Source: an optimization exercise on an open RTL-to-GDS flow (aim: small area and a short achievable clock period). Production flows keep margins and buffers that such runs may drop.
Function not checked in this run: the RTL went through the layout flow alone.

--- design/flow/design.v ---
module MrSimSimulation(input clk, input reset,
    input [63:0] io_enq_dat,
    input  io_enq_val,
    output io_enq_rdy,
    output[63:0] io_deq_dat,
    output io_deq_val,
    input  io_deq_rdy
);
  reg [8:0] df0, df1, df2, df3, df4, df5;
  reg [15:0] p1, p2;
  reg v1, v2, v3;
  reg [16:0] e0, e1, e2;
  wire [7:0] px = io_enq_dat[55:48];
  wire [7:0] py = io_enq_dat[63:56];
  wire [8:0] dn0 = {1'b0, io_enq_dat[7:0]} - {1'b0, px};
  wire [8:0] dn1 = {1'b0, io_enq_dat[15:8]} - {1'b0, py};
  wire [8:0] dn2 = {1'b0, io_enq_dat[23:16]} - {1'b0, px};
  wire [8:0] dn3 = {1'b0, io_enq_dat[31:24]} - {1'b0, py};
  wire [8:0] dn4 = {1'b0, io_enq_dat[39:32]} - {1'b0, px};
  wire [8:0] dn5 = {1'b0, io_enq_dat[47:40]} - {1'b0, py};
  wire pp1 = df0[0] & df0[1];
  wire pp2 = df0[0] & df0[2];
  wire pp3 = df0[0] & df0[3];
  wire pp4 = df0[0] & df0[4];
  wire pp5 = df0[0] & df0[5];
  wire pp6 = df0[0] & df0[6];
  wire pp7 = df0[0] & df0[7];
  wire pp8 = df0[1] & df0[2];
  wire pp9 = df0[1] & df0[3];
  wire pp10 = df0[1] & df0[4];
  wire pp11 = df0[1] & df0[5];
  wire pp12 = df0[1] & df0[6];
  wire pp13 = df0[1] & df0[7];
  wire pp14 = df0[2] & df0[3];
  wire pp15 = df0[2] & df0[4];
  wire pp16 = df0[2] & df0[5];
  wire pp17 = df0[2] & df0[6];
  wire pp18 = df0[2] & df0[7];
  wire pp19 = df0[3] & df0[4];
  wire pp20 = df0[3] & df0[5];
  wire pp21 = df0[3] & df0[6];
  wire pp22 = df0[3] & df0[7];
  wire pp23 = df0[4] & df0[5];
  wire pp24 = df0[4] & df0[6];
  wire pp25 = df0[4] & df0[7];
  wire pp26 = df0[5] & df0[6];
  wire pp27 = df0[5] & df0[7];
  wire pp28 = df0[6] & df0[7];
  wire pn29 = df0[8] & ~df0[0];
  wire pn30 = df0[8] & ~df0[1];
  wire pn31 = df0[8] & ~df0[2];
  wire pn32 = df0[8] & ~df0[3];
  wire pn33 = df0[8] & ~df0[4];
  wire pn34 = df0[8] & ~df0[5];
  wire pn35 = df0[8] & ~df0[6];
  wire pn36 = df0[8] & ~df0[7];
  wire pp37 = df1[0] & df1[1];
  wire pp38 = df1[0] & df1[2];
  wire pp39 = df1[0] & df1[3];
  wire pp40 = df1[0] & df1[4];
  wire pp41 = df1[0] & df1[5];
  wire pp42 = df1[0] & df1[6];
  wire pp43 = df1[0] & df1[7];
  wire pp44 = df1[1] & df1[2];
  wire pp45 = df1[1] & df1[3];
  wire pp46 = df1[1] & df1[4];
  wire pp47 = df1[1] & df1[5];
  wire pp48 = df1[1] & df1[6];
  wire pp49 = df1[1] & df1[7];
  wire pp50 = df1[2] & df1[3];
  wire pp51 = df1[2] & df1[4];
  wire pp52 = df1[2] & df1[5];
  wire pp53 = df1[2] & df1[6];
  wire pp54 = df1[2] & df1[7];
  wire pp55 = df1[3] & df1[4];
  wire pp56 = df1[3] & df1[5];
  wire pp57 = df1[3] & df1[6];
  wire pp58 = df1[3] & df1[7];
  wire pp59 = df1[4] & df1[5];
  wire pp60 = df1[4] & df1[6];
  wire pp61 = df1[4] & df1[7];
  wire pp62 = df1[5] & df1[6];
  wire pp63 = df1[5] & df1[7];
  wire pp64 = df1[6] & df1[7];
  wire pn65 = df1[8] & ~df1[0];
  wire pn66 = df1[8] & ~df1[1];
  wire pn67 = df1[8] & ~df1[2];
  wire pn68 = df1[8] & ~df1[3];
  wire pn69 = df1[8] & ~df1[4];
  wire pn70 = df1[8] & ~df1[5];
  wire pn71 = df1[8] & ~df1[6];
  wire pn72 = df1[8] & ~df1[7];
  wire s73 = df0[4] ^ df1[4];
  wire c74 = df0[4] & df1[4];
  wire s75, c76;
  kmfa us75 (.a(df0[8]), .b(df1[8]), .c(pn29), .s(s75), .co(c76));
  wire s77, c78;
  kmfa us77 (.a(df0[5]), .b(df1[5]), .c(pn30), .s(s77), .co(c78));
  wire s79, c80;
  kmfa us79 (.a(df0[3]), .b(df1[3]), .c(pp10), .s(s79), .co(c80));
  wire s81 = pp11 ^ pp15;
  wire c82 = pp11 & pp15;
  wire s83, c84;
  kmfa us83 (.a(pp12), .b(pp16), .c(pp19), .s(s83), .co(c84));
  wire s85, c86;
  kmfa us85 (.a(pp43), .b(pp48), .c(pp52), .s(s85), .co(c86));
  wire s87, c88;
  kmfa us87 (.a(pn65), .b(pp13), .c(pp17), .s(s87), .co(c88));
  wire s89, c90;
  kmfa us89 (.a(pp20), .b(pp49), .c(pp53), .s(s89), .co(c90));
  wire s91 = pp56 ^ c74;
  wire c92 = pp56 & c74;
  wire s93, c94;
  kmfa us93 (.a(pn66), .b(pp18), .c(pp21), .s(s93), .co(c94));
  wire s95, c96;
  kmfa us95 (.a(pp23), .b(pp54), .c(pp57), .s(s95), .co(c96));
  wire s97, c98;
  kmfa us97 (.a(pp59), .b(c76), .c(s77), .s(s97), .co(c98));
  wire s99, c100;
  kmfa us99 (.a(pn31), .b(pn67), .c(pp22), .s(s99), .co(c100));
  wire s101, c102;
  kmfa us101 (.a(pp24), .b(pp58), .c(pp60), .s(s101), .co(c102));
  wire s103, c104;
  kmfa us103 (.a(df0[6]), .b(df1[6]), .c(pn32), .s(s103), .co(c104));
  wire s105, c106;
  kmfa us105 (.a(pn68), .b(pp25), .c(pp26), .s(s105), .co(c106));
  wire s107, c108;
  kmfa us107 (.a(df0[2]), .b(df1[2]), .c(pp3), .s(s107), .co(c108));
  wire s109 = pp4 ^ pp40;
  wire c110 = pp4 & pp40;
  wire s111, c112;
  kmfa us111 (.a(pp14), .b(pp41), .c(pp46), .s(s111), .co(c112));
  wire s113 = pp5 ^ pp50;
  wire c114 = pp5 & pp50;
  wire s115, c116;
  kmfa us115 (.a(pp42), .b(pp47), .c(pp51), .s(s115), .co(c116));
  wire s117, c118;
  kmfa us117 (.a(pp6), .b(s81), .c(c80), .s(s117), .co(c118));
  wire s119, c120;
  kmfa us119 (.a(pp55), .b(pp7), .c(s73), .s(s119), .co(c120));
  wire s121, c122;
  kmfa us121 (.a(c82), .b(s83), .c(s85), .s(s121), .co(c122));
  wire s123, c124;
  kmfa us123 (.a(s91), .b(c84), .c(c86), .s(s123), .co(c124));
  wire s125, c126;
  kmfa us125 (.a(s75), .b(s87), .c(s89), .s(s125), .co(c126));
  wire s127, c128;
  kmfa us127 (.a(c92), .b(c88), .c(c90), .s(s127), .co(c128));
  wire s129, c130;
  kmfa us129 (.a(s93), .b(s95), .c(s97), .s(s129), .co(c130));
  wire s131, c132;
  kmfa us131 (.a(c78), .b(c94), .c(c96), .s(s131), .co(c132));
  wire s133, c134;
  kmfa us133 (.a(s101), .b(s99), .c(c98), .s(s133), .co(c134));
  wire s135, c136;
  kmfa us135 (.a(pp61), .b(pp62), .c(c100), .s(s135), .co(c136));
  wire s137, c138;
  kmfa us137 (.a(c102), .b(s103), .c(s105), .s(s137), .co(c138));
  wire s139, c140;
  kmfa us139 (.a(pn33), .b(pn69), .c(pp27), .s(s139), .co(c140));
  wire s141, c142;
  kmfa us141 (.a(pp63), .b(c104), .c(c106), .s(s141), .co(c142));
  wire s143, c144;
  kmfa us143 (.a(df0[7]), .b(df1[7]), .c(pn34), .s(s143), .co(c144));
  wire s145, c146;
  kmfa us145 (.a(pn70), .b(pp28), .c(pp64), .s(s145), .co(c146));
  wire s147 = df0[1] ^ df1[1];
  wire c148 = df0[1] & df1[1];
  wire s149 = pp39 ^ pp44;
  wire c150 = pp39 & pp44;
  wire s151, c152;
  kmfa us151 (.a(pp45), .b(pp9), .c(s109), .s(s151), .co(c152));
  wire s153, c154;
  kmfa us153 (.a(c110), .b(s113), .c(s111), .s(s153), .co(c154));
  wire s155, c156;
  kmfa us155 (.a(c114), .b(c112), .c(s115), .s(s155), .co(c156));
  wire s157, c158;
  kmfa us157 (.a(c116), .b(s119), .c(c118), .s(s157), .co(c158));
  wire s159, c160;
  kmfa us159 (.a(c120), .b(c122), .c(s123), .s(s159), .co(c160));
  wire s161, c162;
  kmfa us161 (.a(c124), .b(c126), .c(s127), .s(s161), .co(c162));
  wire s163, c164;
  kmfa us163 (.a(c128), .b(s131), .c(c130), .s(s163), .co(c164));
  wire s165, c166;
  kmfa us165 (.a(c132), .b(s135), .c(s137), .s(s165), .co(c166));
  wire s167, c168;
  kmfa us167 (.a(s139), .b(c136), .c(c138), .s(s167), .co(c168));
  wire s169, c170;
  kmfa us169 (.a(c140), .b(s143), .c(s145), .s(s169), .co(c170));
  wire s171, c172;
  kmfa us171 (.a(pn35), .b(pn71), .c(c144), .s(s171), .co(c172));
  wire s173 = df0[8] ^ df1[8] ^ pn36;
  wire s174 = pp1 ^ pp37;
  wire c175 = pp1 & pp37;
  wire s176, c177;
  kmfa us176 (.a(pp2), .b(pp38), .c(c148), .s(s176), .co(c177));
  wire s178, c179;
  kmfa us178 (.a(pp8), .b(s149), .c(s107), .s(s178), .co(c179));
  wire s180, c181;
  kmfa us180 (.a(c150), .b(c108), .c(s151), .s(s180), .co(c181));
  wire s182, c183;
  kmfa us182 (.a(s79), .b(c152), .c(s153), .s(s182), .co(c183));
  wire s184, c185;
  kmfa us184 (.a(c154), .b(s117), .c(s155), .s(s184), .co(c185));
  wire s186, c187;
  kmfa us186 (.a(c156), .b(s121), .c(s157), .s(s186), .co(c187));
  wire s188, c189;
  kmfa us188 (.a(s125), .b(c158), .c(s159), .s(s188), .co(c189));
  wire s190, c191;
  kmfa us190 (.a(c160), .b(s161), .c(s129), .s(s190), .co(c191));
  wire s192, c193;
  kmfa us192 (.a(c162), .b(s133), .c(s163), .s(s192), .co(c193));
  wire s194, c195;
  kmfa us194 (.a(c134), .b(s165), .c(c164), .s(s194), .co(c195));
  wire s196, c197;
  kmfa us196 (.a(s141), .b(c166), .c(s167), .s(s196), .co(c197));
  wire s198, c199;
  kmfa us198 (.a(c142), .b(s169), .c(c168), .s(s198), .co(c199));
  wire s200, c201;
  kmfa us200 (.a(c146), .b(c170), .c(s171), .s(s200), .co(c201));
  wire s202 = pn72 ^ s173 ^ c172;
  wire [16:0] dist0 = {c201, c199, c197, c195, c193, c191, c189, c187, c185, c183, c181, c179, c177, c175, s174, 1'b0, df0[0]} + {s202, s200, s198, s196, s194, s192, s190, s188, s186, s184, s182, s180, s178, s176, s147, 1'b0, df1[0]};
  wire pp203 = df2[0] & df2[1];
  wire pp204 = df2[0] & df2[2];
  wire pp205 = df2[0] & df2[3];
  wire pp206 = df2[0] & df2[4];
  wire pp207 = df2[0] & df2[5];
  wire pp208 = df2[0] & df2[6];
  wire pp209 = df2[0] & df2[7];
  wire pp210 = df2[1] & df2[2];
  wire pp211 = df2[1] & df2[3];
  wire pp212 = df2[1] & df2[4];
  wire pp213 = df2[1] & df2[5];
  wire pp214 = df2[1] & df2[6];
  wire pp215 = df2[1] & df2[7];
  wire pp216 = df2[2] & df2[3];
  wire pp217 = df2[2] & df2[4];
  wire pp218 = df2[2] & df2[5];
  wire pp219 = df2[2] & df2[6];
  wire pp220 = df2[2] & df2[7];
  wire pp221 = df2[3] & df2[4];
  wire pp222 = df2[3] & df2[5];
  wire pp223 = df2[3] & df2[6];
  wire pp224 = df2[3] & df2[7];
  wire pp225 = df2[4] & df2[5];
  wire pp226 = df2[4] & df2[6];
  wire pp227 = df2[4] & df2[7];
  wire pp228 = df2[5] & df2[6];
  wire pp229 = df2[5] & df2[7];
  wire pp230 = df2[6] & df2[7];
  wire pn231 = df2[8] & ~df2[0];
  wire pn232 = df2[8] & ~df2[1];
  wire pn233 = df2[8] & ~df2[2];
  wire pn234 = df2[8] & ~df2[3];
  wire pn235 = df2[8] & ~df2[4];
  wire pn236 = df2[8] & ~df2[5];
  wire pn237 = df2[8] & ~df2[6];
  wire pn238 = df2[8] & ~df2[7];
  wire pp239 = df3[0] & df3[1];
  wire pp240 = df3[0] & df3[2];
  wire pp241 = df3[0] & df3[3];
  wire pp242 = df3[0] & df3[4];
  wire pp243 = df3[0] & df3[5];
  wire pp244 = df3[0] & df3[6];
  wire pp245 = df3[0] & df3[7];
  wire pp246 = df3[1] & df3[2];
  wire pp247 = df3[1] & df3[3];
  wire pp248 = df3[1] & df3[4];
  wire pp249 = df3[1] & df3[5];
  wire pp250 = df3[1] & df3[6];
  wire pp251 = df3[1] & df3[7];
  wire pp252 = df3[2] & df3[3];
  wire pp253 = df3[2] & df3[4];
  wire pp254 = df3[2] & df3[5];
  wire pp255 = df3[2] & df3[6];
  wire pp256 = df3[2] & df3[7];
  wire pp257 = df3[3] & df3[4];
  wire pp258 = df3[3] & df3[5];
  wire pp259 = df3[3] & df3[6];
  wire pp260 = df3[3] & df3[7];
  wire pp261 = df3[4] & df3[5];
  wire pp262 = df3[4] & df3[6];
  wire pp263 = df3[4] & df3[7];
  wire pp264 = df3[5] & df3[6];
  wire pp265 = df3[5] & df3[7];
  wire pp266 = df3[6] & df3[7];
  wire pn267 = df3[8] & ~df3[0];
  wire pn268 = df3[8] & ~df3[1];
  wire pn269 = df3[8] & ~df3[2];
  wire pn270 = df3[8] & ~df3[3];
  wire pn271 = df3[8] & ~df3[4];
  wire pn272 = df3[8] & ~df3[5];
  wire pn273 = df3[8] & ~df3[6];
  wire pn274 = df3[8] & ~df3[7];
  wire s275 = df2[4] ^ df3[4];
  wire c276 = df2[4] & df3[4];
  wire s277, c278;
  kmfa us277 (.a(df2[8]), .b(df3[8]), .c(pn231), .s(s277), .co(c278));
  wire s279, c280;
  kmfa us279 (.a(df2[5]), .b(df3[5]), .c(pn232), .s(s279), .co(c280));
  wire s281, c282;
  kmfa us281 (.a(df2[3]), .b(df3[3]), .c(pp207), .s(s281), .co(c282));
  wire s283 = pp208 ^ pp213;
  wire c284 = pp208 & pp213;
  wire s285, c286;
  kmfa us285 (.a(pp209), .b(pp214), .c(pp218), .s(s285), .co(c286));
  wire s287, c288;
  kmfa us287 (.a(pp221), .b(pp245), .c(pp250), .s(s287), .co(c288));
  wire s289, c290;
  kmfa us289 (.a(pn267), .b(pp215), .c(pp219), .s(s289), .co(c290));
  wire s291, c292;
  kmfa us291 (.a(pp222), .b(pp251), .c(pp255), .s(s291), .co(c292));
  wire s293 = pp258 ^ c276;
  wire c294 = pp258 & c276;
  wire s295, c296;
  kmfa us295 (.a(pn268), .b(pp220), .c(pp223), .s(s295), .co(c296));
  wire s297, c298;
  kmfa us297 (.a(pp225), .b(pp256), .c(pp259), .s(s297), .co(c298));
  wire s299, c300;
  kmfa us299 (.a(pp261), .b(c278), .c(s279), .s(s299), .co(c300));
  wire s301, c302;
  kmfa us301 (.a(pn233), .b(pn269), .c(pp224), .s(s301), .co(c302));
  wire s303, c304;
  kmfa us303 (.a(pp226), .b(pp260), .c(pp262), .s(s303), .co(c304));
  wire s305, c306;
  kmfa us305 (.a(df2[6]), .b(df3[6]), .c(pn234), .s(s305), .co(c306));
  wire s307, c308;
  kmfa us307 (.a(pn270), .b(pp227), .c(pp228), .s(s307), .co(c308));
  wire s309, c310;
  kmfa us309 (.a(df2[2]), .b(df3[2]), .c(pp205), .s(s309), .co(c310));
  wire s311 = pp206 ^ pp211;
  wire c312 = pp206 & pp211;
  wire s313, c314;
  kmfa us313 (.a(pp212), .b(pp216), .c(pp243), .s(s313), .co(c314));
  wire s315 = pp248 ^ pp252;
  wire c316 = pp248 & pp252;
  wire s317, c318;
  kmfa us317 (.a(pp217), .b(pp244), .c(pp249), .s(s317), .co(c318));
  wire s319, c320;
  kmfa us319 (.a(pp253), .b(s283), .c(c282), .s(s319), .co(c320));
  wire s321, c322;
  kmfa us321 (.a(pp254), .b(pp257), .c(s275), .s(s321), .co(c322));
  wire s323, c324;
  kmfa us323 (.a(c284), .b(s285), .c(s287), .s(s323), .co(c324));
  wire s325, c326;
  kmfa us325 (.a(s293), .b(c286), .c(c288), .s(s325), .co(c326));
  wire s327, c328;
  kmfa us327 (.a(s277), .b(s289), .c(s291), .s(s327), .co(c328));
  wire s329, c330;
  kmfa us329 (.a(c294), .b(c290), .c(c292), .s(s329), .co(c330));
  wire s331, c332;
  kmfa us331 (.a(s295), .b(s297), .c(s299), .s(s331), .co(c332));
  wire s333, c334;
  kmfa us333 (.a(c280), .b(c296), .c(c298), .s(s333), .co(c334));
  wire s335, c336;
  kmfa us335 (.a(s301), .b(s303), .c(c300), .s(s335), .co(c336));
  wire s337, c338;
  kmfa us337 (.a(pp263), .b(pp264), .c(c302), .s(s337), .co(c338));
  wire s339, c340;
  kmfa us339 (.a(c304), .b(s305), .c(s307), .s(s339), .co(c340));
  wire s341, c342;
  kmfa us341 (.a(pn235), .b(pn271), .c(pp229), .s(s341), .co(c342));
  wire s343, c344;
  kmfa us343 (.a(pp265), .b(c306), .c(c308), .s(s343), .co(c344));
  wire s345, c346;
  kmfa us345 (.a(df2[7]), .b(df3[7]), .c(pn236), .s(s345), .co(c346));
  wire s347, c348;
  kmfa us347 (.a(pn272), .b(pp230), .c(pp266), .s(s347), .co(c348));
  wire s349 = df2[1] ^ df3[1];
  wire c350 = df2[1] & df3[1];
  wire s351 = pp210 ^ pp241;
  wire c352 = pp210 & pp241;
  wire s353, c354;
  kmfa us353 (.a(pp242), .b(pp247), .c(s311), .s(s353), .co(c354));
  wire s355, c356;
  kmfa us355 (.a(c312), .b(s315), .c(s281), .s(s355), .co(c356));
  wire s357, c358;
  kmfa us357 (.a(c316), .b(c314), .c(s317), .s(s357), .co(c358));
  wire s359, c360;
  kmfa us359 (.a(c318), .b(s321), .c(c320), .s(s359), .co(c360));
  wire s361, c362;
  kmfa us361 (.a(c322), .b(c324), .c(s325), .s(s361), .co(c362));
  wire s363, c364;
  kmfa us363 (.a(c326), .b(c328), .c(s329), .s(s363), .co(c364));
  wire s365, c366;
  kmfa us365 (.a(c330), .b(s333), .c(c332), .s(s365), .co(c366));
  wire s367, c368;
  kmfa us367 (.a(c334), .b(s337), .c(s339), .s(s367), .co(c368));
  wire s369, c370;
  kmfa us369 (.a(s341), .b(c338), .c(c340), .s(s369), .co(c370));
  wire s371, c372;
  kmfa us371 (.a(c342), .b(s345), .c(s347), .s(s371), .co(c372));
  wire s373, c374;
  kmfa us373 (.a(pn237), .b(pn273), .c(c346), .s(s373), .co(c374));
  wire s375 = df2[8] ^ df3[8] ^ pn238;
  wire s376 = pp203 ^ pp239;
  wire c377 = pp203 & pp239;
  wire s378, c379;
  kmfa us378 (.a(pp204), .b(pp240), .c(c350), .s(s378), .co(c379));
  wire s380, c381;
  kmfa us380 (.a(pp246), .b(s351), .c(s309), .s(s380), .co(c381));
  wire s382, c383;
  kmfa us382 (.a(c352), .b(c310), .c(s353), .s(s382), .co(c383));
  wire s384, c385;
  kmfa us384 (.a(s313), .b(c354), .c(s355), .s(s384), .co(c385));
  wire s386, c387;
  kmfa us386 (.a(c356), .b(s319), .c(s357), .s(s386), .co(c387));
  wire s388, c389;
  kmfa us388 (.a(c358), .b(s323), .c(s359), .s(s388), .co(c389));
  wire s390, c391;
  kmfa us390 (.a(s327), .b(c360), .c(s361), .s(s390), .co(c391));
  wire s392, c393;
  kmfa us392 (.a(c362), .b(s363), .c(s331), .s(s392), .co(c393));
  wire s394, c395;
  kmfa us394 (.a(c364), .b(s335), .c(s365), .s(s394), .co(c395));
  wire s396, c397;
  kmfa us396 (.a(c336), .b(s367), .c(c366), .s(s396), .co(c397));
  wire s398, c399;
  kmfa us398 (.a(s343), .b(c368), .c(s369), .s(s398), .co(c399));
  wire s400, c401;
  kmfa us400 (.a(c344), .b(s371), .c(c370), .s(s400), .co(c401));
  wire s402, c403;
  kmfa us402 (.a(c348), .b(c372), .c(s373), .s(s402), .co(c403));
  wire s404 = pn274 ^ s375 ^ c374;
  wire [16:0] dist1 = {c403, c401, c399, c397, c395, c393, c391, c389, c387, c385, c383, c381, c379, c377, s376, 1'b0, df2[0]} + {s404, s402, s400, s398, s396, s394, s392, s390, s388, s386, s384, s382, s380, s378, s349, 1'b0, df3[0]};
  wire pp405 = df4[0] & df4[1];
  wire pp406 = df4[0] & df4[2];
  wire pp407 = df4[0] & df4[3];
  wire pp408 = df4[0] & df4[4];
  wire pp409 = df4[0] & df4[5];
  wire pp410 = df4[0] & df4[6];
  wire pp411 = df4[0] & df4[7];
  wire pp412 = df4[1] & df4[2];
  wire pp413 = df4[1] & df4[3];
  wire pp414 = df4[1] & df4[4];
  wire pp415 = df4[1] & df4[5];
  wire pp416 = df4[1] & df4[6];
  wire pp417 = df4[1] & df4[7];
  wire pp418 = df4[2] & df4[3];
  wire pp419 = df4[2] & df4[4];
  wire pp420 = df4[2] & df4[5];
  wire pp421 = df4[2] & df4[6];
  wire pp422 = df4[2] & df4[7];
  wire pp423 = df4[3] & df4[4];
  wire pp424 = df4[3] & df4[5];
  wire pp425 = df4[3] & df4[6];
  wire pp426 = df4[3] & df4[7];
  wire pp427 = df4[4] & df4[5];
  wire pp428 = df4[4] & df4[6];
  wire pp429 = df4[4] & df4[7];
  wire pp430 = df4[5] & df4[6];
  wire pp431 = df4[5] & df4[7];
  wire pp432 = df4[6] & df4[7];
  wire pn433 = df4[8] & ~df4[0];
  wire pn434 = df4[8] & ~df4[1];
  wire pn435 = df4[8] & ~df4[2];
  wire pn436 = df4[8] & ~df4[3];
  wire pn437 = df4[8] & ~df4[4];
  wire pn438 = df4[8] & ~df4[5];
  wire pn439 = df4[8] & ~df4[6];
  wire pn440 = df4[8] & ~df4[7];
  wire pp441 = df5[0] & df5[1];
  wire pp442 = df5[0] & df5[2];
  wire pp443 = df5[0] & df5[3];
  wire pp444 = df5[0] & df5[4];
  wire pp445 = df5[0] & df5[5];
  wire pp446 = df5[0] & df5[6];
  wire pp447 = df5[0] & df5[7];
  wire pp448 = df5[1] & df5[2];
  wire pp449 = df5[1] & df5[3];
  wire pp450 = df5[1] & df5[4];
  wire pp451 = df5[1] & df5[5];
  wire pp452 = df5[1] & df5[6];
  wire pp453 = df5[1] & df5[7];
  wire pp454 = df5[2] & df5[3];
  wire pp455 = df5[2] & df5[4];
  wire pp456 = df5[2] & df5[5];
  wire pp457 = df5[2] & df5[6];
  wire pp458 = df5[2] & df5[7];
  wire pp459 = df5[3] & df5[4];
  wire pp460 = df5[3] & df5[5];
  wire pp461 = df5[3] & df5[6];
  wire pp462 = df5[3] & df5[7];
  wire pp463 = df5[4] & df5[5];
  wire pp464 = df5[4] & df5[6];
  wire pp465 = df5[4] & df5[7];
  wire pp466 = df5[5] & df5[6];
  wire pp467 = df5[5] & df5[7];
  wire pp468 = df5[6] & df5[7];
  wire pn469 = df5[8] & ~df5[0];
  wire pn470 = df5[8] & ~df5[1];
  wire pn471 = df5[8] & ~df5[2];
  wire pn472 = df5[8] & ~df5[3];
  wire pn473 = df5[8] & ~df5[4];
  wire pn474 = df5[8] & ~df5[5];
  wire pn475 = df5[8] & ~df5[6];
  wire pn476 = df5[8] & ~df5[7];
  wire s477 = df4[4] ^ df5[4];
  wire c478 = df4[4] & df5[4];
  wire s479, c480;
  kmfa us479 (.a(df4[8]), .b(df5[8]), .c(pn433), .s(s479), .co(c480));
  wire s481, c482;
  kmfa us481 (.a(df4[5]), .b(df5[5]), .c(pn434), .s(s481), .co(c482));
  wire s483, c484;
  kmfa us483 (.a(df4[3]), .b(df5[3]), .c(pp409), .s(s483), .co(c484));
  wire s485 = pp410 ^ pp415;
  wire c486 = pp410 & pp415;
  wire s487, c488;
  kmfa us487 (.a(pp411), .b(pp416), .c(pp420), .s(s487), .co(c488));
  wire s489, c490;
  kmfa us489 (.a(pp423), .b(pp447), .c(pp452), .s(s489), .co(c490));
  wire s491, c492;
  kmfa us491 (.a(pn469), .b(pp417), .c(pp421), .s(s491), .co(c492));
  wire s493, c494;
  kmfa us493 (.a(pp424), .b(pp453), .c(pp457), .s(s493), .co(c494));
  wire s495 = pp460 ^ c478;
  wire c496 = pp460 & c478;
  wire s497, c498;
  kmfa us497 (.a(pn470), .b(pp422), .c(pp425), .s(s497), .co(c498));
  wire s499, c500;
  kmfa us499 (.a(pp427), .b(pp458), .c(pp461), .s(s499), .co(c500));
  wire s501, c502;
  kmfa us501 (.a(pp463), .b(c480), .c(s481), .s(s501), .co(c502));
  wire s503, c504;
  kmfa us503 (.a(pn435), .b(pn471), .c(pp426), .s(s503), .co(c504));
  wire s505, c506;
  kmfa us505 (.a(pp428), .b(pp462), .c(pp464), .s(s505), .co(c506));
  wire s507, c508;
  kmfa us507 (.a(df4[6]), .b(df5[6]), .c(pn436), .s(s507), .co(c508));
  wire s509, c510;
  kmfa us509 (.a(pn472), .b(pp429), .c(pp430), .s(s509), .co(c510));
  wire s511, c512;
  kmfa us511 (.a(df4[2]), .b(df5[2]), .c(pp407), .s(s511), .co(c512));
  wire s513 = pp408 ^ pp413;
  wire c514 = pp408 & pp413;
  wire s515, c516;
  kmfa us515 (.a(pp414), .b(pp418), .c(pp445), .s(s515), .co(c516));
  wire s517 = pp450 ^ pp454;
  wire c518 = pp450 & pp454;
  wire s519, c520;
  kmfa us519 (.a(pp419), .b(pp446), .c(pp451), .s(s519), .co(c520));
  wire s521, c522;
  kmfa us521 (.a(pp455), .b(s485), .c(c484), .s(s521), .co(c522));
  wire s523, c524;
  kmfa us523 (.a(pp456), .b(pp459), .c(s477), .s(s523), .co(c524));
  wire s525, c526;
  kmfa us525 (.a(c486), .b(s487), .c(s489), .s(s525), .co(c526));
  wire s527, c528;
  kmfa us527 (.a(s495), .b(c488), .c(c490), .s(s527), .co(c528));
  wire s529, c530;
  kmfa us529 (.a(s479), .b(s491), .c(s493), .s(s529), .co(c530));
  wire s531, c532;
  kmfa us531 (.a(c496), .b(c492), .c(c494), .s(s531), .co(c532));
  wire s533, c534;
  kmfa us533 (.a(s497), .b(s499), .c(s501), .s(s533), .co(c534));
  wire s535, c536;
  kmfa us535 (.a(c482), .b(c498), .c(c500), .s(s535), .co(c536));
  wire s537, c538;
  kmfa us537 (.a(s503), .b(s505), .c(c502), .s(s537), .co(c538));
  wire s539, c540;
  kmfa us539 (.a(pp465), .b(pp466), .c(c504), .s(s539), .co(c540));
  wire s541, c542;
  kmfa us541 (.a(c506), .b(s507), .c(s509), .s(s541), .co(c542));
  wire s543, c544;
  kmfa us543 (.a(pn437), .b(pn473), .c(pp431), .s(s543), .co(c544));
  wire s545, c546;
  kmfa us545 (.a(pp467), .b(c508), .c(c510), .s(s545), .co(c546));
  wire s547, c548;
  kmfa us547 (.a(df4[7]), .b(df5[7]), .c(pn438), .s(s547), .co(c548));
  wire s549, c550;
  kmfa us549 (.a(pn474), .b(pp432), .c(pp468), .s(s549), .co(c550));
  wire s551 = df4[1] ^ df5[1];
  wire c552 = df4[1] & df5[1];
  wire s553 = pp412 ^ pp443;
  wire c554 = pp412 & pp443;
  wire s555, c556;
  kmfa us555 (.a(pp444), .b(pp449), .c(s513), .s(s555), .co(c556));
  wire s557, c558;
  kmfa us557 (.a(c514), .b(s517), .c(s483), .s(s557), .co(c558));
  wire s559, c560;
  kmfa us559 (.a(c518), .b(c516), .c(s519), .s(s559), .co(c560));
  wire s561, c562;
  kmfa us561 (.a(c520), .b(s523), .c(c522), .s(s561), .co(c562));
  wire s563, c564;
  kmfa us563 (.a(c524), .b(c526), .c(s527), .s(s563), .co(c564));
  wire s565, c566;
  kmfa us565 (.a(c528), .b(c530), .c(s531), .s(s565), .co(c566));
  wire s567, c568;
  kmfa us567 (.a(c532), .b(s535), .c(c534), .s(s567), .co(c568));
  wire s569, c570;
  kmfa us569 (.a(c536), .b(s539), .c(s541), .s(s569), .co(c570));
  wire s571, c572;
  kmfa us571 (.a(s543), .b(c540), .c(c542), .s(s571), .co(c572));
  wire s573, c574;
  kmfa us573 (.a(c544), .b(s547), .c(s549), .s(s573), .co(c574));
  wire s575, c576;
  kmfa us575 (.a(pn439), .b(pn475), .c(c548), .s(s575), .co(c576));
  wire s577 = df4[8] ^ df5[8] ^ pn440;
  wire s578 = pp405 ^ pp441;
  wire c579 = pp405 & pp441;
  wire s580, c581;
  kmfa us580 (.a(pp406), .b(pp442), .c(c552), .s(s580), .co(c581));
  wire s582, c583;
  kmfa us582 (.a(pp448), .b(s553), .c(s511), .s(s582), .co(c583));
  wire s584, c585;
  kmfa us584 (.a(c554), .b(c512), .c(s555), .s(s584), .co(c585));
  wire s586, c587;
  kmfa us586 (.a(s515), .b(c556), .c(s557), .s(s586), .co(c587));
  wire s588, c589;
  kmfa us588 (.a(c558), .b(s521), .c(s559), .s(s588), .co(c589));
  wire s590, c591;
  kmfa us590 (.a(c560), .b(s525), .c(s561), .s(s590), .co(c591));
  wire s592, c593;
  kmfa us592 (.a(s529), .b(c562), .c(s563), .s(s592), .co(c593));
  wire s594, c595;
  kmfa us594 (.a(c564), .b(s565), .c(s533), .s(s594), .co(c595));
  wire s596, c597;
  kmfa us596 (.a(c566), .b(s537), .c(s567), .s(s596), .co(c597));
  wire s598, c599;
  kmfa us598 (.a(c538), .b(s569), .c(c568), .s(s598), .co(c599));
  wire s600, c601;
  kmfa us600 (.a(s545), .b(c570), .c(s571), .s(s600), .co(c601));
  wire s602, c603;
  kmfa us602 (.a(c546), .b(s573), .c(c572), .s(s602), .co(c603));
  wire s604, c605;
  kmfa us604 (.a(c550), .b(c574), .c(s575), .s(s604), .co(c605));
  wire s606 = pn476 ^ s577 ^ c576;
  wire [16:0] dist2 = {c605, c603, c601, c599, c597, c595, c593, c591, c589, c587, c585, c583, c581, c579, s578, 1'b0, df4[0]} + {s606, s604, s602, s600, s598, s596, s594, s592, s590, s588, s586, s584, s582, s580, s551, 1'b0, df5[0]};
  wire le20_g0 = e0[0] & ~e2[0];
  wire le20_p0 = e0[0] | ~e2[0];
  wire le20_g1 = e0[1] & ~e2[1];
  wire le20_p1 = e0[1] | ~e2[1];
  wire le20_g2 = e0[2] & ~e2[2];
  wire le20_p2 = e0[2] | ~e2[2];
  wire le20_g3 = e0[3] & ~e2[3];
  wire le20_p3 = e0[3] | ~e2[3];
  wire le20_g4 = e0[4] & ~e2[4];
  wire le20_p4 = e0[4] | ~e2[4];
  wire le20_g5 = e0[5] & ~e2[5];
  wire le20_p5 = e0[5] | ~e2[5];
  wire le20_g6 = e0[6] & ~e2[6];
  wire le20_p6 = e0[6] | ~e2[6];
  wire le20_g7 = e0[7] & ~e2[7];
  wire le20_p7 = e0[7] | ~e2[7];
  wire le20_g8 = e0[8] & ~e2[8];
  wire le20_p8 = e0[8] | ~e2[8];
  wire le20_g9 = e0[9] & ~e2[9];
  wire le20_p9 = e0[9] | ~e2[9];
  wire le20_g10 = e0[10] & ~e2[10];
  wire le20_p10 = e0[10] | ~e2[10];
  wire le20_g11 = e0[11] & ~e2[11];
  wire le20_p11 = e0[11] | ~e2[11];
  wire le20_g12 = e0[12] & ~e2[12];
  wire le20_p12 = e0[12] | ~e2[12];
  wire le20_g13 = e0[13] & ~e2[13];
  wire le20_p13 = e0[13] | ~e2[13];
  wire le20_g14 = e0[14] & ~e2[14];
  wire le20_p14 = e0[14] | ~e2[14];
  wire le20_g15 = e0[15] & ~e2[15];
  wire le20_p15 = e0[15] | ~e2[15];
  wire le20_g16 = e0[16] & ~e2[16];
  wire le20_p16 = e0[16] | ~e2[16];
  wire le20_G607 = le20_g1 | (le20_p1 & le20_g0);
  wire le20_P608 = le20_p1 & le20_p0;
  wire le20_G609 = le20_g3 | (le20_p3 & le20_g2);
  wire le20_P610 = le20_p3 & le20_p2;
  wire le20_G611 = le20_g5 | (le20_p5 & le20_g4);
  wire le20_P612 = le20_p5 & le20_p4;
  wire le20_G613 = le20_g7 | (le20_p7 & le20_g6);
  wire le20_P614 = le20_p7 & le20_p6;
  wire le20_G615 = le20_g9 | (le20_p9 & le20_g8);
  wire le20_P616 = le20_p9 & le20_p8;
  wire le20_G617 = le20_g11 | (le20_p11 & le20_g10);
  wire le20_P618 = le20_p11 & le20_p10;
  wire le20_G619 = le20_g13 | (le20_p13 & le20_g12);
  wire le20_P620 = le20_p13 & le20_p12;
  wire le20_G621 = le20_g15 | (le20_p15 & le20_g14);
  wire le20_P622 = le20_p15 & le20_p14;
  wire le20_G623 = le20_G609 | (le20_P610 & le20_G607);
  wire le20_P624 = le20_P610 & le20_P608;
  wire le20_G625 = le20_G613 | (le20_P614 & le20_G611);
  wire le20_P626 = le20_P614 & le20_P612;
  wire le20_G627 = le20_G617 | (le20_P618 & le20_G615);
  wire le20_P628 = le20_P618 & le20_P616;
  wire le20_G629 = le20_G621 | (le20_P622 & le20_G619);
  wire le20_P630 = le20_P622 & le20_P620;
  wire le20_G631 = le20_G625 | (le20_P626 & le20_G623);
  wire le20_P632 = le20_P626 & le20_P624;
  wire le20_G633 = le20_G629 | (le20_P630 & le20_G627);
  wire le20_P634 = le20_P630 & le20_P628;
  wire le20_G635 = le20_G633 | (le20_P634 & le20_G631);
  wire le20_P636 = le20_P634 & le20_P632;
  wire le20_G637 = le20_g16 | (le20_p16 & le20_G635);
  wire le20_P638 = le20_p16 & le20_P636;
  wire le20 = le20_G637 | le20_P638;
  wire le21_g0 = e1[0] & ~e2[0];
  wire le21_p0 = e1[0] | ~e2[0];
  wire le21_g1 = e1[1] & ~e2[1];
  wire le21_p1 = e1[1] | ~e2[1];
  wire le21_g2 = e1[2] & ~e2[2];
  wire le21_p2 = e1[2] | ~e2[2];
  wire le21_g3 = e1[3] & ~e2[3];
  wire le21_p3 = e1[3] | ~e2[3];
  wire le21_g4 = e1[4] & ~e2[4];
  wire le21_p4 = e1[4] | ~e2[4];
  wire le21_g5 = e1[5] & ~e2[5];
  wire le21_p5 = e1[5] | ~e2[5];
  wire le21_g6 = e1[6] & ~e2[6];
  wire le21_p6 = e1[6] | ~e2[6];
  wire le21_g7 = e1[7] & ~e2[7];
  wire le21_p7 = e1[7] | ~e2[7];
  wire le21_g8 = e1[8] & ~e2[8];
  wire le21_p8 = e1[8] | ~e2[8];
  wire le21_g9 = e1[9] & ~e2[9];
  wire le21_p9 = e1[9] | ~e2[9];
  wire le21_g10 = e1[10] & ~e2[10];
  wire le21_p10 = e1[10] | ~e2[10];
  wire le21_g11 = e1[11] & ~e2[11];
  wire le21_p11 = e1[11] | ~e2[11];
  wire le21_g12 = e1[12] & ~e2[12];
  wire le21_p12 = e1[12] | ~e2[12];
  wire le21_g13 = e1[13] & ~e2[13];
  wire le21_p13 = e1[13] | ~e2[13];
  wire le21_g14 = e1[14] & ~e2[14];
  wire le21_p14 = e1[14] | ~e2[14];
  wire le21_g15 = e1[15] & ~e2[15];
  wire le21_p15 = e1[15] | ~e2[15];
  wire le21_g16 = e1[16] & ~e2[16];
  wire le21_p16 = e1[16] | ~e2[16];
  wire le21_G639 = le21_g1 | (le21_p1 & le21_g0);
  wire le21_P640 = le21_p1 & le21_p0;
  wire le21_G641 = le21_g3 | (le21_p3 & le21_g2);
  wire le21_P642 = le21_p3 & le21_p2;
  wire le21_G643 = le21_g5 | (le21_p5 & le21_g4);
  wire le21_P644 = le21_p5 & le21_p4;
  wire le21_G645 = le21_g7 | (le21_p7 & le21_g6);
  wire le21_P646 = le21_p7 & le21_p6;
  wire le21_G647 = le21_g9 | (le21_p9 & le21_g8);
  wire le21_P648 = le21_p9 & le21_p8;
  wire le21_G649 = le21_g11 | (le21_p11 & le21_g10);
  wire le21_P650 = le21_p11 & le21_p10;
  wire le21_G651 = le21_g13 | (le21_p13 & le21_g12);
  wire le21_P652 = le21_p13 & le21_p12;
  wire le21_G653 = le21_g15 | (le21_p15 & le21_g14);
  wire le21_P654 = le21_p15 & le21_p14;
  wire le21_G655 = le21_G641 | (le21_P642 & le21_G639);
  wire le21_P656 = le21_P642 & le21_P640;
  wire le21_G657 = le21_G645 | (le21_P646 & le21_G643);
  wire le21_P658 = le21_P646 & le21_P644;
  wire le21_G659 = le21_G649 | (le21_P650 & le21_G647);
  wire le21_P660 = le21_P650 & le21_P648;
  wire le21_G661 = le21_G653 | (le21_P654 & le21_G651);
  wire le21_P662 = le21_P654 & le21_P652;
  wire le21_G663 = le21_G657 | (le21_P658 & le21_G655);
  wire le21_P664 = le21_P658 & le21_P656;
  wire le21_G665 = le21_G661 | (le21_P662 & le21_G659);
  wire le21_P666 = le21_P662 & le21_P660;
  wire le21_G667 = le21_G665 | (le21_P666 & le21_G663);
  wire le21_P668 = le21_P666 & le21_P664;
  wire le21_G669 = le21_g16 | (le21_p16 & le21_G667);
  wire le21_P670 = le21_p16 & le21_P668;
  wire le21 = le21_G669 | le21_P670;
  wire le10_g0 = e0[0] & ~e1[0];
  wire le10_p0 = e0[0] | ~e1[0];
  wire le10_g1 = e0[1] & ~e1[1];
  wire le10_p1 = e0[1] | ~e1[1];
  wire le10_g2 = e0[2] & ~e1[2];
  wire le10_p2 = e0[2] | ~e1[2];
  wire le10_g3 = e0[3] & ~e1[3];
  wire le10_p3 = e0[3] | ~e1[3];
  wire le10_g4 = e0[4] & ~e1[4];
  wire le10_p4 = e0[4] | ~e1[4];
  wire le10_g5 = e0[5] & ~e1[5];
  wire le10_p5 = e0[5] | ~e1[5];
  wire le10_g6 = e0[6] & ~e1[6];
  wire le10_p6 = e0[6] | ~e1[6];
  wire le10_g7 = e0[7] & ~e1[7];
  wire le10_p7 = e0[7] | ~e1[7];
  wire le10_g8 = e0[8] & ~e1[8];
  wire le10_p8 = e0[8] | ~e1[8];
  wire le10_g9 = e0[9] & ~e1[9];
  wire le10_p9 = e0[9] | ~e1[9];
  wire le10_g10 = e0[10] & ~e1[10];
  wire le10_p10 = e0[10] | ~e1[10];
  wire le10_g11 = e0[11] & ~e1[11];
  wire le10_p11 = e0[11] | ~e1[11];
  wire le10_g12 = e0[12] & ~e1[12];
  wire le10_p12 = e0[12] | ~e1[12];
  wire le10_g13 = e0[13] & ~e1[13];
  wire le10_p13 = e0[13] | ~e1[13];
  wire le10_g14 = e0[14] & ~e1[14];
  wire le10_p14 = e0[14] | ~e1[14];
  wire le10_g15 = e0[15] & ~e1[15];
  wire le10_p15 = e0[15] | ~e1[15];
  wire le10_g16 = e0[16] & ~e1[16];
  wire le10_p16 = e0[16] | ~e1[16];
  wire le10_G671 = le10_g1 | (le10_p1 & le10_g0);
  wire le10_P672 = le10_p1 & le10_p0;
  wire le10_G673 = le10_g3 | (le10_p3 & le10_g2);
  wire le10_P674 = le10_p3 & le10_p2;
  wire le10_G675 = le10_g5 | (le10_p5 & le10_g4);
  wire le10_P676 = le10_p5 & le10_p4;
  wire le10_G677 = le10_g7 | (le10_p7 & le10_g6);
  wire le10_P678 = le10_p7 & le10_p6;
  wire le10_G679 = le10_g9 | (le10_p9 & le10_g8);
  wire le10_P680 = le10_p9 & le10_p8;
  wire le10_G681 = le10_g11 | (le10_p11 & le10_g10);
  wire le10_P682 = le10_p11 & le10_p10;
  wire le10_G683 = le10_g13 | (le10_p13 & le10_g12);
  wire le10_P684 = le10_p13 & le10_p12;
  wire le10_G685 = le10_g15 | (le10_p15 & le10_g14);
  wire le10_P686 = le10_p15 & le10_p14;
  wire le10_G687 = le10_G673 | (le10_P674 & le10_G671);
  wire le10_P688 = le10_P674 & le10_P672;
  wire le10_G689 = le10_G677 | (le10_P678 & le10_G675);
  wire le10_P690 = le10_P678 & le10_P676;
  wire le10_G691 = le10_G681 | (le10_P682 & le10_G679);
  wire le10_P692 = le10_P682 & le10_P680;
  wire le10_G693 = le10_G685 | (le10_P686 & le10_G683);
  wire le10_P694 = le10_P686 & le10_P684;
  wire le10_G695 = le10_G689 | (le10_P690 & le10_G687);
  wire le10_P696 = le10_P690 & le10_P688;
  wire le10_G697 = le10_G693 | (le10_P694 & le10_G691);
  wire le10_P698 = le10_P694 & le10_P692;
  wire le10_G699 = le10_G697 | (le10_P698 & le10_G695);
  wire le10_P700 = le10_P698 & le10_P696;
  wire le10_G701 = le10_g16 | (le10_p16 & le10_G699);
  wire le10_P702 = le10_p16 & le10_P700;
  wire le10 = le10_G701 | le10_P702;
  wire [1:0] cls = (le20 & le21) ? 2'd2 : le10 ? 2'd1 : 2'd0;
  reg [17:0] q0, q1, q2, q3;
  reg [3:0] f;
  wire deq = io_deq_rdy & f[0];
  wire enq = v3 & ~f[3];
  wire [3:0] g = deq ? {1'b0, f[3:1]} : f;       
  wire [3:0] fn = g | ({4{enq}} & ~g & {g[2:0], 1'b1});
  wire [3:0] wsel = {4{v2}} & ~fn & {fn[2:0], 1'b1};
  wire [17:0] din = {p2, cls};
  always @(posedge clk) begin
    df0 <= dn0; df1 <= dn1; df2 <= dn2; df3 <= dn3; df4 <= dn4; df5 <= dn5;
    p1 <= io_enq_dat[63:48];
    e0 <= dist0; e1 <= dist1; e2 <= dist2;
    p2 <= p1;
    if (reset) begin
      v1 <= 1'b0; v2 <= 1'b0; v3 <= 1'b0;
      f <= 4'd0;
    end else begin
      v1 <= io_enq_val; v2 <= v1; v3 <= v2;
      f <= fn;
    end
    if (wsel[0]) q0 <= din; else if (deq) q0 <= q1;
    if (wsel[1]) q1 <= din; else if (deq) q1 <= q2;
    if (wsel[2]) q2 <= din; else if (deq) q2 <= q3;
    if (wsel[3]) q3 <= din;
  end
  assign io_enq_rdy = 1'b1;
  assign io_deq_val = f[0];
  assign io_deq_dat = {32'd0, q0[17:2], 6'd0, q0[1:0], 8'hff};
endmodule
module kmfa(input a, input b, input c, output s, output co);
  assign s = a ^ b ^ c;
  assign co = (a & b) | (a & c) | (b & c);
endmodule
--- design/flow/flow/run.sh ---
#!/bin/bash
# Standard synthesis, then the standard layout with the resizer aiming for a setup slack margin,
# small port buffers and a smaller clock tree.
set -euo pipefail
bash standard.sh synth > synth.log 2>&1
bash standard.sh SETUP_SLACK_MARGIN=12.5 BUFFER_PORTS_ARGS='-buffer_cell sky130_fd_sc_hd__buf_1' 'CTS_ARGS=-sink_clustering_enable -repair_clock_nets -dont_use_dummy_load -buf_list sky130_fd_sc_hd__clkbuf_8 -sink_clustering_size 40' finish > layout.log 2>&1
--- design/flow/standard.sh ---
#!/bin/bash
# synth_recipe.tcl (not shown) runs the flow's synth.tcl, then flattens the netlist and writes it again
# the make line also repeats each setting of config.mk as NAME=value (left out here)
make -C /OpenROAD-flow-scripts/flow DESIGN_CONFIG=/design/flow/config.mk WORK_HOME=/design/flow/orfs CLKGATE_MAP_FILE= SYNTH_SCRIPT=/design/flow/synth_recipe.tcl "${@:-finish}"
--- design/flow/config.mk ---
export PLATFORM = sky130hd
export DESIGN_NAME = MrSimSimulation
export DESIGN_NICKNAME = MrSimSimulation
export VERILOG_FILES = /design/flow/design.v
export SDC_FILE = /design/flow/constraint.sdc
export NUM_CORES = 4
export LEC_CHECK = 0
export CAP_MARGIN = 20
export CORE_MARGIN = 2
export CORE_UTILIZATION = 40
export CTS_BUF_LIST = sky130_fd_sc_hd__clkbuf_8
export CTS_CLUSTER_SIZE = 40
export PLACE_DENSITY = 0.6
export SLEW_MARGIN = 20
export SYNTH_HIERARCHICAL = 1
export SYNTH_MINIMUM_KEEP_SIZE = 0
--- design/flow/constraint.sdc ---
create_clock -name core_clock -period 17.0 [get_ports {clk}]
set_input_delay 3.4000 -clock core_clock [delete_from_list [all_inputs] [get_ports {clk}]]
set_output_delay 3.4000 -clock core_clock [all_outputs]
set_load 0.01 [all_outputs]
==> results.sh <==
export IMPL_drv_cap=0
export IMPL_grt_first_pass_wirelength_um=58300
export IMPL_antenna_left=0
export IMPL_finalSetupViolations=0
export IMPL_criticalPathCategory="in2reg"
export IMPL_wl_um=36800
export IMPL_ys_async_sr_fraction=0
export IMPL_min_from="p1[11]"
export IMPL_period_needed_ps=4700
export IMPL_worstPathCellList="buf_12 > a21oi_4 > nand2_2 > nand2b_1 > a221o_1 > nor3_4 > clkbuf_16 > mux2_4"
export IMPL_place_gp_congestion=0.861
export IMPL_coreArea_um2=38800
export IMPL_synth_top_area_frac=0.225
export IMPL_worst_path_buf_inv=2
export IMPL_synth_edf_count=72
export IMPL_netlist_top_cells_area="fa_1 (22%), dfxtp_1 (18%), edfxtp_1 (14%), ha_1 (9.3%), and2_1 (6.7%)"
export IMPL_rr_startpoint="df1[5]"
export IMPL_worst_hold_slack_ps=324
export IMPL_clock_path_buffers=3
export IMPL_synthFlopType="dfxtp_1"
export IMPL_drt_pre_antenna_iters=5
export IMPL_port_buffers=86
export IMPL_hold_depth=0
export IMPL_worstPathArrival_ps=4970
export IMPL_cts_tree="done"
export IMPL_clock_latency_ps=570
export IMPL_postSynthAreaPerCell_um2=11.3
export IMPL_vias_per_cell=5.00
export IMPL_grt_pass1_vias=10900
export IMPL_synth_warnings=7
export IMPL_grt_max_degree=21
export IMPL_row_count=72
export IMPL_tightest_slew_ps=590
export IMPL_r2r_slack_ps=12650
export IMPL_routedWlPerCell_um=17.9
export IMPL_crit_fanout=7
export IMPL_grt_overflow=0
export IMPL_clock_root_buffer="clkbuf_8"
export IMPL_hold_viol_final=0
export IMPL_num_io_pins=134
export IMPL_synthTopCellsByCount="fa_1 (177), and2_1 (170), dfxtp_1 (144)"
export IMPL_synthCells=1400
export IMPL_cts_hold_buf=0
export IMPL_fmax_mhz=213
export IMPL_area_delta_synth_final_pct=13.9
export IMPL_ys_types=63
export IMPL_critPathCaptureType="register"
export IMPL_reg2reg_depth=11
export IMPL_hpwl_um=28500
export IMPL_cp_startpoint="io_deq_rdy"
export IMPL_drive_above_1_share=0.148
export IMPL_n_antenna_cell=0
export IMPL_die_y_um=203
export IMPL_setup_tns_final_ps=0
export IMPL_nets=1901
export IMPL_antenna_found_initial=4
export IMPL_start_util=0.406
export IMPL_hp_class="reg2reg"
export IMPL_worstHoldEndpoint="p2[11]"
export IMPL_vias=10300
export IMPL_cp_required_ps=17260
export IMPL_fin_skew_ps=67.5
export IMPL_status="complete, no violations"
export IMPL_cts_sinks=216
export IMPL_slew_headroom=0.606
export IMPL_cts_buffers=37
export IMPL_drc=0
export IMPL_rsz0062_at_grt="true"
export IMPL_die_area_um2=41000
export IMPL_grt_total_usage=0.182
export IMPL_syn_cell_area_um2=15800
export IMPL_path_clk_slew_ps=50
export IMPL_crit_path_start_kind="input pin"
export IMPL_yosysTopAreaCell="fa_1"
export IMPL_period_share=0.277
export IMPL_yosysMostFrequentCell="fa_1"
export IMPL_slowest_stage="nor3_4"
export IMPL_seq_area_frac_synth=0.320
export IMPL_synth_seq_cells=216
export IMPL_htree_num_levels=2
export IMPL_dieWidth_um=203
export IMPL_critical_path_reg2reg_endpoint="e0[15]"
export IMPL_max_stage_delay_ps=390
export IMPL_drtIter0Drc=469
export IMPL_cp_top_family="simple AND/OR/NAND/NOR gates"
export IMPL_drv_slew=0
[area by class of cell]
type	count	area [um^2]
Timing Repair Buffer	109	677
Inverter	97	450
Multi-Input combinational cell	1078	10600
Tap cell	518	648
Sequential cell	216	5070
Clock buffer	37	509
Fill cell	3564	20900
[kinds of logic after synthesis]
kind of cell,Yosys count,synth area share
compound gates,211,0.0846
xor+xnor,74,0.0411
fa+ha+maj,308,0.326
buf+inv,152,0.0494
flops,216,0.320
mux,52,0.0389
other cells,2,0.000476
simple gates,385,0.139
[placed cells by master, fill, tap and decap left out, drive strengths merged, types with 45 or more instances in the layout]
master  count
a21oi      65
and2      170
buf        97
clkbuf     49
conb       47
dfxtp     144
edfxtp     72
fa        177
ha        117
inv        96
mux2       51
nor2b      63
o21ai      49
xnor2      45
[how the worst max path moves through the flow]
| stage | to | slack [ps] | cells after the start |
|---|---|---|---|
| 6_report | q2[15] | 12300 | 8 |
| 5_1_grt | q2[15] | 12290 | 8 |
| 4_1_cts | q2[17] | 12300 | 6 |
| 3_5_place_dp | q1[17] | 10770 | 6 |
| 3_3_place_gp | q1[1] | 10840 | 6 |
| 2_1_floorplan | q2[10] | 11810 | 8 |
[modules after synthesis (local to each module, per instance)]
| module | times used | cell area, um^2 | cells inside | flops+latches |
|---|---|---|---|---|
| kmfa | 168 | 20.0 | 1 | 0 |
| MrSimSimulation | 1 | 12400 | 1232 | 216 |
[layer usage]
| metal | vias to the layer above | GRT usage | wire [um] |
|---|---|---|---|
| met4 | 0 | 0.0560 | 993 |
| met5 | - | 0 | 0 |
| li1 | 4905 | - | - |
| met2 | 213 | 0.304 | 17500 |
| met3 | 59 | 0.0268 | 1490 |
| met1 | 5106 | 0.244 | 16800 |
[through the flow]
| stage | util | setup slack (ps) | area [um^2] | instances |
|---|---|---|---|---|
| 5_1_grt | 0.463 | 12290 | 18000 | 2055 |
| 6_report | 0.463 | 12300 | 18000 | 2055 |
| 3_3_place_gp | 0.435 | 10840 | 16900 | 1994 |
| 4_1_cts | 0.453 | 12300 | 17600 | 2042 |
| 2_1_floorplan | - | 11810 | 16400 | 1445 |
| 3_5_place_dp | 0.435 | 10770 | 16900 | 1994 |
[worst reg2reg max path, cell delays in order (launching register included)]
cell and delay, ps:
dfxtp_1 540, fa_1 500, fa_1 460, fa_1 400, fa_1 530, fa_1 420, ha_1 240, or4_1 540
a21oi_2 200, o31ai_1 110, a21oi_1 180, xnor2_1 160
[sequential cells by signal, indices dropped and copies added (netlist names), 4 cells and up]
signal	cells
e1	17
q0	18
p2	16
q1	18
df2	9
e0	17
df1	9
df0	9
df4	9
e2	17
q3	18
df3	9
f	4
p1	16
df5	9
q2	18
[repair_timing]
action / 4_1_cts / 5_1_grt
pin swaps: 9 / 24
gates cloned: 1 / 2
gates resized for setup: 38 / 73
setup buffers: 10 / 11
setup endpoints to repair: 130 / 107

port drivers added, routing unchanged:
No port has a modelled driver above. Below, the same layout with a new extraction and two added sets of constraints.
Step 1 sets driving cells, clkbuf_16 on the clock port and buf_2 on the other inputs (assumed; they add their load-dependent delay and slew).
Step 2 moves the port delays by t, midway between the first and last clock arrival at a register: inputs arrive t later, outputs are due t later. That takes back most of the time a late clock gives input paths.
Slacks: ideal ports / drivers / drivers and shift; pairs: ideal ports / drivers.
t (ns): 0.574
setup slack, ns: 12.296 / 12.279 / 11.705
worst setup path at the end: input to register
worst register clock-pin slew, ns: 0.07 / 0.07
After both steps setup and hold are still met in this run. The setup slack of this run moves by -0.017 ns with the drivers and by -0.591 ns with both steps.
